This design comes from an exercise in tuning for small area and a short achievable clock period on the open sky130 flow, not from production work.
Only simulation tests tie the RTL to the original design; equivalence was not proved.

Design fpu, start of the top module:
module fpu (clk, rst, in_valid, op_sel, rsA, rsB, out_valid, rd, exc2fsr);
==> flow/config.mk <==
export PLATFORM = sky130hd
export DESIGN_NAME = fpu
export DESIGN_NICKNAME = fpu
export VERILOG_FILES = /design/flow/design.v
export SDC_FILE = /design/flow/constraint.sdc
export NUM_CORES = 4
export LEC_CHECK = 0
export ABC_AREA = 1
export CAP_MARGIN = 20
export CORE_MARGIN = 2
export CORE_UTILIZATION = 65
export CTS_CLUSTER_DIAMETER = 100
export CTS_CLUSTER_SIZE = 20
export SLEW_MARGIN = 20
==> flow/constraint.sdc <==
create_clock -name core_clock -period 30.0 [get_ports {clk}]
set_input_delay 6.0000 -clock core_clock [delete_from_list [all_inputs] [get_ports {clk}]]
set_output_delay 6.0000 -clock core_clock [all_outputs]
set_load 0.01 [all_outputs]
standard.sh (not shown) runs the stock make flow with config.mk's settings and CLKGATE_MAP_FILE= SYNTH_SCRIPT=/design/flow/synth_recipe.tcl, a recipe that flattens the netlist after the stock synthesis.
==> flow/flow/run.sh <==
#!/bin/bash
# The standard layout, with one change: the buffers that global placement
# puts on every input and output port get a buf_2 cell instead of the
# clkdlybuf4s50_1 delay cell the resizer picks. Every port still has its buffer.
set -euo pipefail
export POST_GLOBAL_PLACE_TCL="$PWD/flow/port_buffers.tcl"
bash standard.sh > standard.log 2>&1
==> flow/flow/port_buffers.tcl <==
# Sourced by ORFS after global placement (POST_GLOBAL_PLACE_TCL): give the port
# buffers inserted by buffer_ports a buf_2 cell.
set n 0
foreach inst [[ord::get_db_block] getInsts] {
  if {[regexp {^(input|output)[0-9]+$} [$inst getName]] &&
      [[$inst getMaster] getName] eq "sky130_fd_sc_hd__clkdlybuf4s50_1"} {
    replace_cell [$inst getName] sky130_fd_sc_hd__buf_2
    incr n
  }
}
puts "port_buffers.tcl: $n port buffers now sky130_fd_sc_hd__buf_2"
The first run produced a clean layout.
==> next run, changes <==
--- a/flow/config.mk
+++ b/flow/config.mk
@@ -10,3 +10,3 @@
 export CORE_MARGIN = 2
-export CORE_UTILIZATION = 65
+export CORE_UTILIZATION = 40
 export CTS_CLUSTER_DIAMETER = 100
Outcome: Setup slack is worse by 0.51 ns; final cell count goes up by 7.8%; synthesized cell count does not change; design area grows by 2.2%; via count drops by about 4%; routed wire length rises by 5.7%; sequential cell count is unchanged; hold slack loses 0.043 ns; utilization drops by 25 points; clock-buffer cell count rose by 20.

fpu, a different RTL version from the one above (not shown whole).
Size in the first run: roughly 17000 cells after synthesis, about 1000 flip-flops.
Settings: LEC_CHECK=0, ABC_AREA=1, CAP_MARGIN=20, CORE_MARGIN=2, CORE_UTILIZATION=40, SLEW_MARGIN=20; clock period 30.0 ns.
run.sh (not shown) runs the stock make flow with config.mk's settings and CLKGATE_MAP_FILE= SYNTH_SCRIPT=/design/flow/synth_recipe.tcl, a recipe that flattens the netlist after the stock synthesis.
Stock flow here: none of the scripts above is used.
==> next run, changes <==
ABC_AREA = default   (was 1)
Non-clock buffer count came out higher by 72.
Die area came out higher by a few percent.
Clock-buffer cell count is unchanged.
Hold slack gets worse by 56 ps.
Routed wire length came out lower slightly.
Clock skew came out higher by 27 ps.
Global-route usage came out lower by 1.7 points.
Final area came out higher by a few percent.
Synthesized area came out higher by a few percent.

## the baseline
fpu, a different RTL version from the one above (not shown whole).
Size in the first run: roughly 18000 cells after synthesis, about 110 I/O pins, ~120000 um2 of cells after synthesis.
clock: 30.0 ns
lec_check: 0
abc_area: 1
cap_margin: 20
core_margin: 2
core_utilization: 40
cts_cluster_diameter: 100
cts_cluster_size: 20
slew_margin: 20
standard.sh (not shown) runs the stock make flow with config.mk's settings and CLKGATE_MAP_FILE= SYNTH_SCRIPT=/design/flow/synth_recipe.tcl, a recipe that flattens the netlist after the stock synthesis.
Scripts as last shown in full above: flow/flow/run.sh, flow/flow/port_buffers.tcl
Input-level comparison between the candidate and the baseline:
Settings: CTS_CLUSTER_SIZE no longer set, was 20; CTS_CLUSTER_DIAMETER no longer set, was 100.
--- outcome ---
Iteration count of the initial detailed-routing pass sits lower in the candidate than in the baseline.
Peak clock frequency supported by timing on the candidate is up relative to the baseline.

-- afterwards: timing with drivers on the ports --
The flow's constraints put no driver on any port. The routed layouts listed below were extracted and timed again, unchanged, in two steps. Step 1: set_driving_cell puts a clkbuf_16 on clk and a buf_2 on each other input, an assumption about the parent block. Step 2 times the ports against the registers' clock, not the clock port: input delays grow and output delays shrink by t, the midpoint of the rising clock arrivals with the driver on. Three values: ideal, step 1, step 2; two values: the first two.
run	t, ns	slack for setup (ns)	worst data-port slew with drivers (ns)
the first run of note 1	0.833	22.758 / 22.697 / 22.758	0.04
the second run of note 1	0.947	22.249 / 22.249 / 22.249	0.05
the first run of note 2	0.916	21.545 / 21.545 / 21.545	0.11
the second run of note 2	0.969	21.808 / 21.808 / 21.808	0.06
the baseline	0.909	22.500 / 22.584 / 21.675	0.04
the candidate	0.949	22.533 / 22.533 / 21.668	0.04
After both steps every run listed still meets setup and hold. For the candidate, which loses most, drivers alone change the setup slack by 0.000 ns; drivers and shift together by -0.865 ns.
